This is an optimization exercise on Yosys and OpenROAD, whose aim is small area, not a production implementation. In this exercise RTL edits were held to simulation tests only and were not proved equivalent to the original.

## TOP_VIEW
module TOP_VIEW#(parameter alu_width =16)
(
  input wire [alu_width-1:0]    A,B,
  input wire                    clk,rst,
  input wire [3:0]              alu_fun,
  output wire                   arith_flag,carry_out,logic_flag,comp_flag,shift_flag,
  output wire [alu_width-1:0]   arith_out,logic_out,comp_out,shift_out
  );
Settings: LEC_CHECK=0, CAP_MARGIN=5, CORE_MARGIN=2, CORE_UTILIZATION=60, CTS_BUF_LIST=sky130_fd_sc_hd__clkbuf_8, SLEW_MARGIN=5; clock period 36.0 ns.
standard.sh (not shown) runs the stock make flow with config.mk's settings and CLKGATE_MAP_FILE= SYNTH_SCRIPT=/design/flow/synth_recipe.tcl, a recipe that flattens the netlist after the stock synthesis.
==> flow/flow/run.sh <==
#!/bin/bash
# Layout flow: the standard flow (standard.sh) with these changes.
#  - Synthesis is the standard flow's synthesis script, except that ABC maps the logic
#    with the area-oriented script flow/abc_area.script instead of ORFS's
#    default.  ABC does not touch registers, so they are the same as in the
#    standard synthesis.
#  - The array's cells (modules ALU_CELL*, ALU_SEL*) keep their hierarchy
#    through ABC, so each is mapped on its own; the standard flow's synthesis script
#    flattens the netlist before the layout as usual.
#  - After synthesis, flow/fa_pins.py reconnects full adders whose ripple
#    carry came in at A or B so that it comes in at CIN, the fastest input
#    (a full adder's function is symmetric in its inputs).
#  - Port buffers are sky130_fd_sc_hd__buf_1; the resizer still sizes them
#    up where timing or slew needs it.
#  - After global routing, ORFS's power recovery (RECOVER_POWER) downsizes
#    gates off the critical paths.
# Each tool's output goes to a log file in this folder.
set -euo pipefail
HERE=$(pwd)
FLOWDIR=$HERE/flow

# ORFS's synth.tcl with the abc call replaced
sed 's#^\(\s*\)log_cmd abc {\*}$abc_args$#\1log_cmd abc -script '"$FLOWDIR"'/abc_area.script {*}$lib_args {*}$lib_dont_use_args#' \
  "$FLOW_HOME/scripts/synth.tcl" > "$HERE/synth_area.tcl"
grep -q "abc_area.script {\*}\$lib_args" "$HERE/synth_area.tcl"

# The standard flow's synthesis script, sourcing that copy
sed 's#^source \$::env(SCRIPTS_DIR)/synth.tcl$#source '"$HERE"'/synth_area.tcl#' \
  "$HERE/synth_recipe.tcl" > "$HERE/synth_recipe_area.tcl"
grep -q "synth_area.tcl" "$HERE/synth_recipe_area.tcl"

# standard.sh, using that synthesis script
sed 's#SYNTH_SCRIPT=[^ ]*synth_recipe.tcl#SYNTH_SCRIPT='"$HERE"'/synth_recipe_area.tcl#' \
  "$HERE/standard.sh" > "$HERE/standard_area.sh"
grep -q "synth_recipe_area.tcl" "$HERE/standard_area.sh"

# the modules named ALU_CELL* and ALU_SEL* in the design
export SYNTH_KEEP_MODULES="$(sed -n 's/^\s*module\s\+\(ALU_\(CELL\|SEL\)\w*\).*/\1/p' "$FLOW_DESIGN" | sort -u | tr '\n' ' ')"
echo "SYNTH_KEEP_MODULES=$SYNTH_KEEP_MODULES" > "$HERE/keep_modules.log"
export BUFFER_PORTS_ARGS="-buffer_cell sky130_fd_sc_hd__buf_1"
export RECOVER_POWER=100

RESULTS=$HERE/orfs/results/$FLOW_PLATFORM/TOP_VIEW/base
bash "$HERE/standard_area.sh" "$RESULTS/1_2_yosys.v" > "$HERE/flow_synth.log" 2>&1
python3 "$FLOWDIR/fa_pins.py" "$RESULTS/1_2_yosys.v" > "$HERE/fa_pins.log" 2>&1
bash "$HERE/standard_area.sh" > "$HERE/flow.log" 2>&1
Other scripts of this flow, unchanged in this note and not shown: flow/flow/abc_area.script, flow/flow/fa_pins.py
The baseline ran to the end with no violations.
Edit:
--- a/flow/flow/run.sh
+++ b/flow/flow/run.sh
@@ -2 +2 @@
-# Layout flow: the standard flow (standard.sh) with these changes.
+# Layout flow: the standard flow (standard.sh), with these changes.
@@ -4,3 +4,3 @@
-#    with the area-oriented script flow/abc_area.script instead of ORFS's
-#    default.  ABC does not touch registers, so they are the same as in the
-#    standard synthesis.
+#    with the area-oriented script in flow/abc_area.script instead of
+#    ORFS's default.  Registers are untouched by ABC, so they are the same
+#    as in the standard synthesis.
@@ -8,2 +8,2 @@
-#    through ABC, so each is mapped on its own; the standard flow's synthesis script
-#    flattens the netlist before the layout as usual.
+#    through ABC, so each is mapped on its own; the netlist is flattened
+#    before the layout as usual.
@@ -12 +12 @@
-#    (a full adder's function is symmetric in its inputs).
+#    (the full adder's function is symmetric in its inputs).
@@ -15,2 +14,0 @@
-#  - After global routing, ORFS's power recovery (RECOVER_POWER) downsizes
-#    gates off the critical paths.
@@ -36,0 +35,2 @@
+export RECOVER_POWER=100
+export BUFFER_PORTS_ARGS="-buffer_cell sky130_fd_sc_hd__buf_1"
@@ -40,3 +39,0 @@
-export BUFFER_PORTS_ARGS="-buffer_cell sky130_fd_sc_hd__buf_1"
-export RECOVER_POWER=100
-
--- a/flow/config.mk
+++ b/flow/config.mk
@@ -10 +10 @@
-export CORE_UTILIZATION = 60
+export CORE_UTILIZATION = 40
Non-clock buffer count climbs by 4.
Worst hold slack got worse by 0.016 ns.
Core utilization shrinks by 23 points.
Die area climbs by about 50%.
Sequential cell count stays the same.
Cell count rose by about 5.4%.
Fmax barely changes.
Wire length fell by 5.2%.
Global-route usage shrinks by 16 points.
Final area came out higher by about 0.4%.
Worst setup slack is better by 0.029 ns.
Edit:
--- a/flow/flow/run.sh
+++ b/flow/flow/run.sh
@@ -2 +2 @@
-# Layout flow: the standard flow (standard.sh), with these changes.
+# Layout flow: the standard flow (standard.sh) with these changes.
@@ -4,6 +4,7 @@
-#    with the area-oriented script in flow/abc_area.script instead of
-#    ORFS's default.  Registers are untouched by ABC, so they are the same
-#    as in the standard synthesis.
-#  - The array's cells (modules ALU_CELL*, ALU_SEL*) keep their hierarchy
-#    through ABC, so each is mapped on its own; the netlist is flattened
-#    before the layout as usual.
+#    with area-oriented scripts instead of ORFS's default: the logic unit
+#    (module LOGIC_UNIT) with flow/abc_logic.script, the rest with
+#    flow/abc_area.script.  ABC does not touch registers, so they are the
+#    same as in the standard synthesis.
+#  - The array's cells (modules ALU_CELL*, ALU_SEL*) and LOGIC_UNIT keep
+#    their hierarchy through ABC, so each is mapped on its own; the standard flow's
+#    synthesis script flattens the netlist before the layout as usual.
@@ -12 +13 @@
-#    (the full adder's function is symmetric in its inputs).
+#    (a full adder's function is symmetric in its inputs).
@@ -20,2 +21,4 @@
-# ORFS's synth.tcl with the abc call replaced
-sed 's#^\(\s*\)log_cmd abc {\*}$abc_args$#\1log_cmd abc -script '"$FLOWDIR"'/abc_area.script {*}$lib_args {*}$lib_dont_use_args#' \
+# ORFS's synth.tcl with the abc call replaced by two
+ABC1="log_cmd abc -script $FLOWDIR/abc_logic.script {*}\$lib_args {*}\$lib_dont_use_args LOGIC_UNIT"
+ABC2="log_cmd abc -script $FLOWDIR/abc_area.script {*}\$lib_args {*}\$lib_dont_use_args * LOGIC_UNIT %d"
+sed 's#^\(\s*\)log_cmd abc {\*}$abc_args$#\1'"$ABC1"'\n\1'"$ABC2"'#' \
@@ -22,0 +26 @@
+grep -q "abc_logic.script {\*}\$lib_args" "$HERE/synth_area.tcl"
@@ -35 +39,3 @@
-export RECOVER_POWER=100
+# the modules named ALU_CELL* and ALU_SEL* in the design, and LOGIC_UNIT
+export SYNTH_KEEP_MODULES="$(sed -n 's/^\s*module\s\+\(ALU_\(CELL\|SEL\)\w*\).*/\1/p' "$FLOW_DESIGN" | sort -u | tr '\n' ' ')LOGIC_UNIT"
+echo "SYNTH_KEEP_MODULES=$SYNTH_KEEP_MODULES" > "$HERE/keep_modules.log"
@@ -37,3 +43 @@
-# the modules named ALU_CELL* and ALU_SEL* in the design
-export SYNTH_KEEP_MODULES="$(sed -n 's/^\s*module\s\+\(ALU_\(CELL\|SEL\)\w*\).*/\1/p' "$FLOW_DESIGN" | sort -u | tr '\n' ' ')"
-echo "SYNTH_KEEP_MODULES=$SYNTH_KEEP_MODULES" > "$HERE/keep_modules.log"
+
==> flow/flow/abc_logic.script (new file) <==
strash; dch; map -a; topo
Effect: The new run passed the timing, design-rule and antenna checks. Synthesized cell count decreases by 2.4%. Design area hardly moves. Die area went down by about 0.4%. Worst hold slack improves by 0.0057 ns. Routed wire length goes down by about 3%.

[afterwards: timing with drivers on the ports]
The results above use ideal ports. As a check the final layouts listed here were re-extracted and re-timed, cells and wires unchanged. Step 1: set_driving_cell puts a clkbuf_16 on clk and a buf_2 on each other input, an assumption about the parent block. Step 2 moves the port delays by t, midway between the first and last clock arrival at a register: inputs arrive t later, outputs are due t later. That takes back most of the time a late clock gives input paths. Slacks: no drivers / after step 1 / after step 2; pairs: no drivers / after step 1.
run | t (ns) | setup WS [ns] | hold WS [ns] | worst data-port slew with drivers (ns)
the first run | 0.340 | 0.655 / 0.620 / 0.615 | 6.709 / 6.695 / 7.035 | 0.04
the second run | 0.331 | 0.685 / 0.657 / 0.848 | 6.693 / 6.687 / 7.018 | 0.05
the third run | 0.338 | 0.723 / 0.692 / 0.901 | 6.699 / 6.691 / 7.029 | 0.04
After both steps every run listed still meets setup and hold. The setup slack of the first run, which loses most, moves by -0.035 ns with the drivers and by -0.040 ns with both steps.
